Context: an optimization exercise on an open-source flow, tuned for small area, a short achievable clock period and few clock cycles. The choices shown serve that exercise and are no tape-out recipe. At most, simulation tests tie the RTL to the original design; equivalence was not proved. No activity file was given, so power comes from the tool's default toggle rates.

==> inputs of run a <==
==> flow/design.v <==
`default_nettype none
module	qoi_encoder (
		input	wire		i_clk, i_reset,
		input	wire		s_valid,
		output	wire		s_ready,
		input	wire	[23:0]	s_data,
		input	wire		s_last, s_user,
		output	reg		o_qvalid,
		input	wire		i_qready,
		output	wire	[63:0]	o_qdata,
		output	reg	[2:0]	o_qbytes,
		output	reg		o_qlast
	);
	reg	r_ready, r_stall;
	wire	stall = r_stall;
	assign	s_ready = r_ready;
	reg		ir_v, ir_h, ir_l;
	reg	[23:0]	ir_px;
	reg	[5:0]	ir_hx, ir_hy;
	always @(posedge i_clk)
	if (i_reset)
		ir_v <= 1'b0;
	else if (!stall)
		ir_v <= s_valid;
	always @(posedge i_clk)
	if (!stall)
	begin
		ir_px <= s_data;
		ir_h  <= s_user;
		ir_l  <= s_user && s_last;
		ir_hx <= s_data[21:16] + { s_data[20:16], 1'b0 }
			+ s_data[13:8] + { s_data[11:8], 2'b0 };
		ir_hy <= { s_data[2:0], 3'b0 } - s_data[5:0] + 6'd53;
	end
	reg		hseen, h2, vseen;
	reg	[15:0]	wcnt, hcnt;
	wire		syncd = h2 && vseen;
	always @(posedge i_clk)
	if (i_reset)
	begin
		hseen <= 1'b0;
		h2    <= 1'b0;
		vseen <= 1'b0;
		wcnt  <= 16'h0;
		hcnt  <= 16'h0;
	end else if (!stall && ir_v)
	begin
		if (!hseen)
			wcnt <= wcnt + 1'b1;
		if (ir_h)
		begin
			hseen <= 1'b1;
			if (hseen)
				h2 <= 1'b1;
			if (!vseen)
				hcnt <= hcnt + 1'b1;
			if (ir_l)
				vseen <= 1'b1;
		end
	end
	reg		a_v, a_l, a_ep;
	reg	[23:0]	a_px;
	reg	[7:0]	a_dr, a_dg, a_db;
	reg	[63:0]	a_sel;		 
	reg	[5:0]	a_idx;		 
	reg		a_same;		 
	wire	[23:0]	prevpx = (a_v && !a_l) ? a_px : 24'h0;
	wire		eq = (ir_px == prevpx);
	wire		in_a = ir_v && syncd;
	wire		mv_a = a_v && (in_a || a_l);
	wire	[5:0]	ir_idx = ir_hx + ir_hy;
	always @(posedge i_clk)
	if (i_reset)
		a_v <= 1'b0;
	else if (!stall)
	begin
		if (in_a)
			a_v <= 1'b1;
		else if (a_l)
			a_v <= 1'b0;
	end
	always @(posedge i_clk)
	if (!stall && in_a)
	begin
		a_px  <= ir_px;
		a_l   <= ir_l;
		a_ep  <= eq;
		a_dr  <= ir_px[23:16] - prevpx[23:16];
		a_dg  <= ir_px[15: 8] - prevpx[15: 8];
		a_db  <= ir_px[ 7: 0] - prevpx[ 7: 0];
		a_sel <= 64'h1 << ir_idx;
		a_idx <= ir_idx;
		a_same <= (ir_idx == a_idx);
	end
	reg	[17:0]	tbl	[0:63];
	reg	[63:0]	tbl_v;
	reg	[17:0]	rd_px;
	reg		rd_v;
	integer	j;
	always @(*)
	begin
		rd_px = 18'h0;
		rd_v  = 1'b0;
		for (j = 0; j < 64; j = j + 1)
		if (a_sel[j])
		begin
			rd_px = rd_px | tbl[j];
			rd_v  = rd_v  | tbl_v[j];
		end
	end
	reg		b_v, b_l, b_ep, b_en, b_tv, b_small, b_luma;
	reg	[23:0]	b_px;
	reg	[17:0]	b_tpx;
	reg	[5:0]	b_idx, b_dc;
	reg	[13:0]	b_lc;
	wire	[7:0]	a_drg = a_dr - a_dg;
	wire	[7:0]	a_dbg = a_db - a_dg;
	always @(posedge i_clk)
	if (i_reset)
		b_v <= 1'b0;
	else if (!stall)
		b_v <= mv_a;
	always @(posedge i_clk)
	if (!stall && mv_a)
	begin
		b_px  <= a_px;
		b_l   <= a_l;
		b_ep  <= a_ep;
		b_en  <= eq;
		b_idx <= a_idx;
		b_tv  <= rd_v && !(b_v && (b_l || a_same));
		b_tpx <= rd_px;
		b_small <= ((&a_dr[7:1]) || !(|a_dr[7:1]))
			&& ((&a_dg[7:1]) || !(|a_dg[7:1]))
			&& ((&a_db[7:1]) || !(|a_db[7:1]));
		b_luma <= ((&a_dg[7:5]) || !(|a_dg[7:5]))
			&& ((&a_drg[7:3]) || !(|a_drg[7:3]))
			&& ((&a_dbg[7:3]) || !(|a_dbg[7:3]));
		b_dc <= { !a_dr[1], a_dr[0], !a_dg[1], a_dg[0],
				!a_db[1], a_db[0] };
		b_lc <= { !a_dg[5], a_dg[4:0], !a_drg[3], a_drg[2:0],
				!a_dbg[3], a_dbg[2:0] };
	end
	always @(posedge i_clk)
	if (!stall && b_v)
		tbl[b_idx] <= { b_px[23:8], b_px[7:6] };
	always @(posedge i_clk)
	if (i_reset)
		tbl_v <= 64'h0;
	else if (!stall && b_v)
	begin
		if (b_l)
			tbl_v <= 64'h0;
		else
			tbl_v[b_idx] <= 1'b1;
	end
	reg		run_on;
	reg	[5:0]	rep;
	reg		d_v, d_l;
	reg	[31:0]	d_data;
	reg	[2:0]	d_n;
	reg	[31:0]	ck;
	reg	[2:0]	cn;
	wire	[5:0]	rep_i = (b_ep && run_on && (rep != 6'd61))
					? (rep + 1'b1) : 6'd0;
	wire		emit_run = b_l || !b_en
				|| (run_on && (rep == 6'd60));
	wire		hit = b_tv && (b_tpx == { b_px[23:8], b_px[7:6] });
	always @(*)
	begin
		if (b_ep)
		begin
			ck = emit_run ? { 2'b11, rep_i, 24'h0 } : 32'h0;
			cn = emit_run ? 3'd1 : 3'd0;
		end else if (hit)
		begin
			ck = { 2'b00, b_idx, 24'h0 };
			cn = 3'd1;
		end else if (b_small)
		begin
			ck = { 2'b01, b_dc, 24'h0 };
			cn = 3'd1;
		end else if (b_luma)
		begin
			ck = { 2'b10, b_lc, 16'h0 };
			cn = 3'd2;
		end else begin
			ck = { 8'hfe, b_px };
			cn = 3'd4;
		end
	end
	always @(posedge i_clk)
	if (i_reset)
		run_on <= 1'b0;
	else if (!stall && b_v)
		run_on <= b_ep && !b_l;
	always @(posedge i_clk)
	if (!stall && b_v)
		rep <= rep_i;
	always @(posedge i_clk)
	if (i_reset)
		d_v <= 1'b0;
	else if (!stall)
		d_v <= b_v;
	always @(posedge i_clk)
	if (!stall && b_v)
	begin
		d_l    <= b_l;
		d_data <= ck;
		d_n    <= cn;
	end
	localparam	[1:0]	P_IDLE = 2'd0, P_FILE = 2'd1, P_TRL = 2'd2,
				P_DRAIN = 2'd3;
	reg	[1:0]	pst;
	reg	[4:0]	fill;
	reg		acc_ok;
	reg	[7:0]	acc	[0:15];
	wire		take = o_qvalid && i_qready;
	wire		lastword = (pst == P_DRAIN) && (fill <= 5'd8);
	wire		done = take && lastword;
	wire		hdr = ((pst == P_IDLE) || done) && (a_v || b_v || d_v);
	wire		app_c = d_v && acc_ok;
	wire	[4:0]	fc = fill + d_n;
	wire		app_t1 = (pst == P_TRL) && ((fill <= 5'd8) || take);
	wire		app_t2 = app_c && d_l && ((fc <= 5'd8) || take);
	wire		app_t = app_t1 || app_t2;
	wire	[4:0]	tpos = (pst == P_TRL) ? (fill + 5'd7) : (fc + 5'd7);
	reg	[31:0]	ckr;
	wire	[7:0]	lane	[0:3];
	always @(*)
	case (fill[1:0])
	2'd0: ckr = d_data;
	2'd1: ckr = { d_data[7:0], d_data[31:8] };
	2'd2: ckr = { d_data[15:0], d_data[31:16] };
	2'd3: ckr = { d_data[23:0], d_data[31:24] };
	endcase
	assign	lane[0] = ckr[31:24];
	assign	lane[1] = ckr[23:16];
	assign	lane[2] = ckr[15: 8];
	assign	lane[3] = ckr[ 7: 0];
	reg	[7:0]	hb	[0:15];
	reg	[7:0]	xb	[0:23];
	reg	[7:0]	nb	[0:15];
	reg	[4:0]	fa, fn;
	reg	[1:0]	pn;
	integer	k;
	always @(*)
	begin
		hb[ 0] = 8'h71; hb[ 1] = 8'h6f; hb[ 2] = 8'h69; hb[ 3] = 8'h66;
		hb[ 4] = 8'h00; hb[ 5] = 8'h00;
		hb[ 6] = wcnt[15:8]; hb[ 7] = wcnt[7:0];
		hb[ 8] = 8'h00; hb[ 9] = 8'h00;
		hb[10] = hcnt[15:8]; hb[11] = hcnt[7:0];
		hb[12] = 8'h03; hb[13] = 8'h01;
		hb[14] = 8'h00; hb[15] = 8'h00;
		for (k = 0; k < 24; k = k + 1)
		begin
			xb[k] = (k < 16) ? acc[k[3:0]] : 8'h0;
			if (app_c && (k[4:0] >= fill) && (k[4:0] < fill + 5'd4))
				xb[k] = xb[k] | lane[k[1:0]];
			if (app_t && (k[4:0] == tpos))
				xb[k] = xb[k] | 8'h01;
		end
		for (k = 0; k < 16; k = k + 1)
		begin
			if (hdr)
				nb[k] = hb[k];
			else if (take)
				nb[k] = xb[k+8];
			else
				nb[k] = xb[k];
		end
		fa = fill;
		if (app_c)
			fa = fa + d_n;
		if (app_t)
			fa = fa + 5'd8;
		pn = pst;
		case (pst)
		P_IDLE:  if (hdr) pn = P_FILE;
		P_FILE:  if (app_c && d_l) pn = app_t2 ? P_DRAIN : P_TRL;
		P_TRL:   if (app_t1) pn = P_DRAIN;
		P_DRAIN: if (done) pn = hdr ? P_FILE : P_IDLE;
		endcase
		if (hdr)
			fn = 5'd14;
		else if (done)
			fn = 5'd0;
		else if (take)
			fn = fa - 5'd8;
		else
			fn = fa;
	end
	always @(posedge i_clk)
	for (k = 0; k < 16; k = k + 1)
		acc[k] <= nb[k];
	always @(posedge i_clk)
	if (i_reset)
	begin
		pst      <= P_IDLE;
		fill     <= 5'd0;
		acc_ok   <= 1'b0;
		o_qvalid <= 1'b0;
		o_qlast  <= 1'b0;
		o_qbytes <= 3'd0;
		r_ready  <= 1'b1;
		r_stall  <= 1'b0;
	end else begin
		pst      <= pn;
		fill     <= fn;
		acc_ok   <= (pn == P_FILE) && (fn <= 5'd12);
		o_qvalid <= (fn >= 5'd8) || ((pn == P_DRAIN) && (fn != 5'd0));
		o_qlast  <= (pn == P_DRAIN) && (fn <= 5'd8);
		o_qbytes <= ((pn == P_DRAIN) && (fn <= 5'd8)) ? fn[2:0] : 3'd0;
		r_ready  <= !((stall ? d_v : b_v)
				&& !((pn == P_FILE) && (fn <= 5'd12)));
		r_stall  <= ((stall ? d_v : b_v)
				&& !((pn == P_FILE) && (fn <= 5'd12)));
	end
	assign	o_qdata = { acc[0], acc[1], acc[2], acc[3],
				acc[4], acc[5], acc[6], acc[7] };
endmodule
==> flow/run.sh <==
#!/bin/bash
# synth_recipe.tcl (not shown) runs the flow's synth.tcl, then flattens the netlist and writes it again
# the make line also repeats each setting of config.mk as NAME=value (left out here)
make -C /OpenROAD-flow-scripts/flow DESIGN_CONFIG=/design/flow/config.mk WORK_HOME=/design/flow/orfs CLKGATE_MAP_FILE= SYNTH_SCRIPT=/design/flow/synth_recipe.tcl finish
==> flow/config.mk <==
export PLATFORM = sky130hd
export DESIGN_NAME = qoi_encoder
export DESIGN_NICKNAME = qoi_encoder
export VERILOG_FILES = /design/flow/design.v
export SDC_FILE = /design/flow/constraint.sdc
export NUM_CORES = 4
export LEC_CHECK = 0
export ABC_CLOCK_PERIOD_IN_PS = 2500
export CAP_MARGIN = 20
export CORE_MARGIN = 2
export CORE_UTILIZATION = 40
export CTS_CLUSTER_DIAMETER = 70
export CTS_CLUSTER_SIZE = 24
export PLACE_DENSITY = 0.7
export SETUP_SLACK_MARGIN = 3.0
export SLEW_MARGIN = 20
==> flow/constraint.sdc <==
create_clock -name core_clock -period 5.5 [get_ports {i_clk}]
set_input_delay 1.1000 -clock core_clock [delete_from_list [all_inputs] [get_ports {i_clk}]]
set_output_delay 1.1000 -clock core_clock [all_outputs]
set_load 0.01 [all_outputs]
==> run b (differences from run a) <==
--- a/flow/design.v
+++ b/flow/design.v
@@ -217,13 +217,8 @@
 	reg	[7:0]	acc	[0:15];
 	wire		take = o_qvalid && i_qready;
-	wire		lastword = (pst == P_DRAIN) && (fill <= 5'd8);
-	wire		done = take && lastword;
-	wire		hdr = ((pst == P_IDLE) || done) && (a_v || b_v || d_v);
+	wire		hdr = (pst == P_IDLE) && (a_v || b_v || d_v);
 	wire		app_c = d_v && acc_ok;
-	wire	[4:0]	fc = fill + d_n;
-	wire		app_t1 = (pst == P_TRL) && ((fill <= 5'd8) || take);
-	wire		app_t2 = app_c && d_l && ((fc <= 5'd8) || take);
-	wire		app_t = app_t1 || app_t2;
-	wire	[4:0]	tpos = (pst == P_TRL) ? (fill + 5'd7) : (fc + 5'd7);
+	wire		app_t = (pst == P_TRL) && ((fill <= 5'd8) || take);
+	wire		lastword = (pst == P_DRAIN) && (fill <= 5'd8);
 	reg	[31:0]	ckr;
 	wire	[7:0]	lane	[0:3];
@@ -259,5 +254,5 @@
 			if (app_c && (k[4:0] >= fill) && (k[4:0] < fill + 5'd4))
 				xb[k] = xb[k] | lane[k[1:0]];
-			if (app_t && (k[4:0] == tpos))
+			if (app_t && (k[4:0] == fill + 5'd7))
 				xb[k] = xb[k] | 8'h01;
 		end
@@ -279,11 +274,11 @@
 		case (pst)
 		P_IDLE:  if (hdr) pn = P_FILE;
-		P_FILE:  if (app_c && d_l) pn = app_t2 ? P_DRAIN : P_TRL;
-		P_TRL:   if (app_t1) pn = P_DRAIN;
-		P_DRAIN: if (done) pn = hdr ? P_FILE : P_IDLE;
+		P_FILE:  if (app_c && d_l) pn = P_TRL;
+		P_TRL:   if (app_t) pn = P_DRAIN;
+		P_DRAIN: if (take && lastword) pn = P_IDLE;
 		endcase
 		if (hdr)
 			fn = 5'd14;
-		else if (done)
+		else if (take && lastword)
 			fn = 5'd0;
 		else if (take)
Settings changed: PLACE_DENSITY 0.7 to default.
==> run c (differences from run a) <==
==> flow/design.v (replaced) <==
`default_nettype none
module	qoi_encoder (
		input	wire		i_clk, i_reset,
		input	wire		s_valid,
		output	wire		s_ready,
		input	wire	[23:0]	s_data,
		input	wire		s_last, s_user,
		output	reg		o_qvalid,
		input	wire		i_qready,
		output	wire	[63:0]	o_qdata,
		output	reg	[2:0]	o_qbytes,
		output	reg		o_qlast
	);
	wire	stall;
	reg		ir_v, ir_h, ir_l;
	reg	[23:0]	ir_px;
	assign	s_ready = !stall;
	always @(posedge i_clk)
	if (i_reset)
		ir_v <= 1'b0;
	else if (!stall)
		ir_v <= s_valid;
	always @(posedge i_clk)
	if (!stall)
	begin
		ir_px <= s_data;
		ir_h  <= s_user;
		ir_l  <= s_user && s_last;
	end
	reg		hseen, h2, vseen;
	reg	[15:0]	wcnt, hcnt;
	wire		syncd = h2 && vseen;
	always @(posedge i_clk)
	if (i_reset)
	begin
		hseen <= 1'b0;
		h2    <= 1'b0;
		vseen <= 1'b0;
		wcnt  <= 16'h0;
		hcnt  <= 16'h0;
	end else if (!stall && ir_v)
	begin
		if (!hseen)
			wcnt <= wcnt + 1'b1;
		if (ir_h)
		begin
			hseen <= 1'b1;
			if (hseen)
				h2 <= 1'b1;
			if (!vseen)
				hcnt <= hcnt + 1'b1;
			if (ir_l)
				vseen <= 1'b1;
		end
	end
	reg		a_v, a_l, a_ep;
	reg	[23:0]	a_px;
	reg	[7:0]	a_dr, a_dg, a_db;
	reg	[5:0]	a_idx;
	wire	[23:0]	prevpx = (a_v && !a_l) ? a_px : 24'h0;
	wire		eq = (ir_px == prevpx);
	wire		in_a = ir_v && syncd;
	wire		mv_a = a_v && (in_a || a_l);
	wire	[5:0]	ir_r6 = ir_px[21:16], ir_g6 = ir_px[13:8], ir_b6 = ir_px[5:0];
	wire	[5:0]	ir_hash = ir_r6 + { ir_r6[4:0], 1'b0 }
				+ ir_g6 + { ir_g6[3:0], 2'b0 }
				+ { ir_b6[2:0], 3'b0 } - ir_b6 + 6'd53;
	always @(posedge i_clk)
	if (i_reset)
		a_v <= 1'b0;
	else if (!stall)
	begin
		if (in_a)
			a_v <= 1'b1;
		else if (a_l)
			a_v <= 1'b0;
	end
	always @(posedge i_clk)
	if (!stall && in_a)
	begin
		a_px  <= ir_px;
		a_l   <= ir_l;
		a_ep  <= eq;
		a_dr  <= ir_px[23:16] - prevpx[23:16];
		a_dg  <= ir_px[15: 8] - prevpx[15: 8];
		a_db  <= ir_px[ 7: 0] - prevpx[ 7: 0];
		a_idx <= ir_hash;
	end
	reg	[17:0]	tbl	[0:63];
	reg	[63:0]	tbl_v;
	always @(posedge i_clk)
	if (!stall && mv_a)
		tbl[a_idx] <= { a_px[23:8], a_px[7:6] };
	always @(posedge i_clk)
	if (i_reset)
		tbl_v <= 64'h0;
	else if (!stall && mv_a)
	begin
		if (a_l)
			tbl_v <= 64'h0;
		else
			tbl_v[a_idx] <= 1'b1;
	end
	reg		b_v, b_l, b_ep, b_en, b_tv, b_small, b_luma;
	reg	[23:0]	b_px;
	reg	[17:0]	b_tpx;
	reg	[5:0]	b_idx, b_dc;
	reg	[13:0]	b_lc;
	wire	[7:0]	a_drg = a_dr - a_dg;
	wire	[7:0]	a_dbg = a_db - a_dg;
	always @(posedge i_clk)
	if (i_reset)
		b_v <= 1'b0;
	else if (!stall)
		b_v <= mv_a;
	always @(posedge i_clk)
	if (!stall && mv_a)
	begin
		b_px  <= a_px;
		b_l   <= a_l;
		b_ep  <= a_ep;
		b_en  <= eq;
		b_idx <= a_idx;
		b_tv  <= tbl_v[a_idx];
		b_tpx <= tbl[a_idx];
		b_small <= ((&a_dr[7:1]) || !(|a_dr[7:1]))
			&& ((&a_dg[7:1]) || !(|a_dg[7:1]))
			&& ((&a_db[7:1]) || !(|a_db[7:1]));
		b_luma <= ((&a_dg[7:5]) || !(|a_dg[7:5]))
			&& ((&a_drg[7:3]) || !(|a_drg[7:3]))
			&& ((&a_dbg[7:3]) || !(|a_dbg[7:3]));
		b_dc <= { !a_dr[1], a_dr[0], !a_dg[1], a_dg[0],
				!a_db[1], a_db[0] };
		b_lc <= { !a_dg[5], a_dg[4:0], !a_drg[3], a_drg[2:0],
				!a_dbg[3], a_dbg[2:0] };
	end
	reg		run_on;
	reg	[5:0]	rep;
	reg		d_v, d_l;
	reg	[31:0]	d_data;
	reg	[2:0]	d_n;
	wire	[5:0]	rep_i = (b_ep && run_on && (rep != 6'd61))
					? (rep + 1'b1) : 6'd0;
	wire		emit_run = b_l || !b_en || (rep_i == 6'd61);
	wire		hit = b_tv && (b_tpx == { b_px[23:8], b_px[7:6] });
	always @(posedge i_clk)
	if (i_reset)
		run_on <= 1'b0;
	else if (!stall && b_v)
		run_on <= b_ep && !b_l;
	always @(posedge i_clk)
	if (!stall && b_v)
		rep <= rep_i;
	always @(posedge i_clk)
	if (i_reset)
		d_v <= 1'b0;
	else if (!stall)
		d_v <= b_v;
	always @(posedge i_clk)
	if (!stall && b_v)
	begin
		d_l <= b_l;
		if (b_ep)
		begin
			d_data <= emit_run ? { 2'b11, rep_i, 24'h0 } : 32'h0;
			d_n    <= emit_run ? 3'd1 : 3'd0;
		end else if (hit)
		begin
			d_data <= { 2'b00, b_idx, 24'h0 };
			d_n    <= 3'd1;
		end else if (b_small)
		begin
			d_data <= { 2'b01, b_dc, 24'h0 };
			d_n    <= 3'd1;
		end else if (b_luma)
		begin
			d_data <= { 2'b10, b_lc, 16'h0 };
			d_n    <= 3'd2;
		end else begin
			d_data <= { 8'hfe, b_px };
			d_n    <= 3'd4;
		end
	end
	localparam	[1:0]	P_IDLE = 2'd0, P_FILE = 2'd1, P_TRL = 2'd2,
				P_DRAIN = 2'd3;
	reg	[1:0]	pst;
	reg	[4:0]	fill;
	reg		acc_ok;
	reg	[7:0]	acc	[0:15];
	assign	stall = d_v && !acc_ok;
	wire		take = o_qvalid && i_qready;
	wire		hdr = (pst == P_IDLE) && (a_v || b_v || d_v);
	wire		app_c = d_v && acc_ok;
	wire		app_t = (pst == P_TRL) && ((fill <= 5'd8) || take);
	wire		lastword = (pst == P_DRAIN) && (fill <= 5'd8);
	wire	[7:0]	ck	[0:3];
	assign	ck[0] = d_data[31:24];
	assign	ck[1] = d_data[23:16];
	assign	ck[2] = d_data[15: 8];
	assign	ck[3] = d_data[ 7: 0];
	reg	[7:0]	hb	[0:15];
	reg	[7:0]	xb	[0:23];
	reg	[7:0]	nb	[0:15];
	reg	[4:0]	fa, fn;
	reg	[1:0]	pn;
	integer	k;
	always @(*)
	begin
		hb[ 0] = 8'h71; hb[ 1] = 8'h6f; hb[ 2] = 8'h69; hb[ 3] = 8'h66;
		hb[ 4] = 8'h00; hb[ 5] = 8'h00;
		hb[ 6] = wcnt[15:8]; hb[ 7] = wcnt[7:0];
		hb[ 8] = 8'h00; hb[ 9] = 8'h00;
		hb[10] = hcnt[15:8]; hb[11] = hcnt[7:0];
		hb[12] = 8'h03; hb[13] = 8'h01;
		hb[14] = 8'h00; hb[15] = 8'h00;
		for (k = 0; k < 24; k = k + 1)
		begin
			xb[k] = (k < 16) ? acc[k[3:0]] : 8'h0;
			if (app_c && (k[4:0] >= fill) && (k[4:0] < fill + 5'd4))
				xb[k] = xb[k] | ck[k[1:0] - fill[1:0]];
			if (app_t && (k[4:0] == fill + 5'd7))
				xb[k] = xb[k] | 8'h01;
		end
		for (k = 0; k < 16; k = k + 1)
		begin
			if (hdr)
				nb[k] = hb[k];
			else if (take)
				nb[k] = xb[k+8];
			else
				nb[k] = xb[k];
		end
		fa = fill;
		if (app_c)
			fa = fa + d_n;
		if (app_t)
			fa = fa + 5'd8;
		pn = pst;
		case (pst)
		P_IDLE:  if (hdr) pn = P_FILE;
		P_FILE:  if (app_c && d_l) pn = P_TRL;
		P_TRL:   if (app_t) pn = P_DRAIN;
		P_DRAIN: if (take && lastword) pn = P_IDLE;
		endcase
		if (hdr)
			fn = 5'd14;
		else if (take && lastword)
			fn = 5'd0;
		else if (take)
			fn = fa - 5'd8;
		else
			fn = fa;
	end
	always @(posedge i_clk)
	for (k = 0; k < 16; k = k + 1)
		acc[k] <= nb[k];
	always @(posedge i_clk)
	if (i_reset)
	begin
		pst      <= P_IDLE;
		fill     <= 5'd0;
		acc_ok   <= 1'b0;
		o_qvalid <= 1'b0;
		o_qlast  <= 1'b0;
		o_qbytes <= 3'd0;
	end else begin
		pst      <= pn;
		fill     <= fn;
		acc_ok   <= (pn == P_FILE) && (fn <= 5'd12);
		o_qvalid <= (fn >= 5'd8) || ((pn == P_DRAIN) && (fn != 5'd0));
		o_qlast  <= (pn == P_DRAIN) && (fn <= 5'd8);
		o_qbytes <= ((pn == P_DRAIN) && (fn <= 5'd8)) ? fn[2:0] : 3'd0;
	end
	assign	o_qdata = { acc[0], acc[1], acc[2], acc[3],
				acc[4], acc[5], acc[6], acc[7] };
endmodule
Settings changed: ABC_CLOCK_PERIOD_IN_PS 2500 to 2300, CORE_UTILIZATION 40 to 60, CTS_CLUSTER_DIAMETER 70 to default, CTS_CLUSTER_SIZE 24 to default, PLACE_DENSITY 0.7 to default, SETUP_SLACK_MARGIN 3.0 to 3.2.
==> notes <==
- Run a went through all stages and came out clean. Run b passed the timing, design-rule and antenna checks. Run c finished clean.
- Global-route usage: run b is lower than run c (10 points).
- Combinational power: run c < run a < run b.
- Sequential cell count: run c is lower than run a (78).
- Core utilization: run a is lower than run c (30 points).
- Routed wire length, lowest first: run c, run b, run a.
- Between run a and run c, the lower hold slack is in run c (gap 40 ps).
Testbench counts of run b, summed over its fixed seeds: cycles 35,502.
Testbench counts of run c, summed over its fixed seeds: cycles 35,502.
Only the layout flow was run in run a; the RTL was not checked for function there.

-- port drivers added, routing unchanged --
The flow's constraints put no driver on any port. The routed layouts listed below were extracted and timed again, unchanged, in two steps.
Step 1 assumes that a clkbuf_16 drives the clock port and a buf_2 every other input.
Step 2 also shifts input and output timing later by t, the mid clock arrival at the registers, as if the neighbouring blocks saw the same clock.
a / b / c = no drivers / after step 1 / after step 2; a / b = the first two.
run	t, ns	slack for setup (ns)	hold slack, ns	clock arrival spread, ns	pins driven straight from the clock port
run a	0.861	2.358 / 2.358 / 1.945	0.456 / 0.456 / 0.456	0.076 / 0.075	1
run b	0.841	2.772 / 2.772 / 2.248	0.437 / 0.437 / 0.437	0.088 / 0.089	1
run c	0.850	1.880 / 1.880 / 1.880	0.416 / 0.416 / 0.416	0.038 / 0.038	1
After both steps every run listed still meets setup and hold. For run b, which loses most, drivers alone change the setup slack by 0.000 ns; drivers and shift together by -0.524 ns.
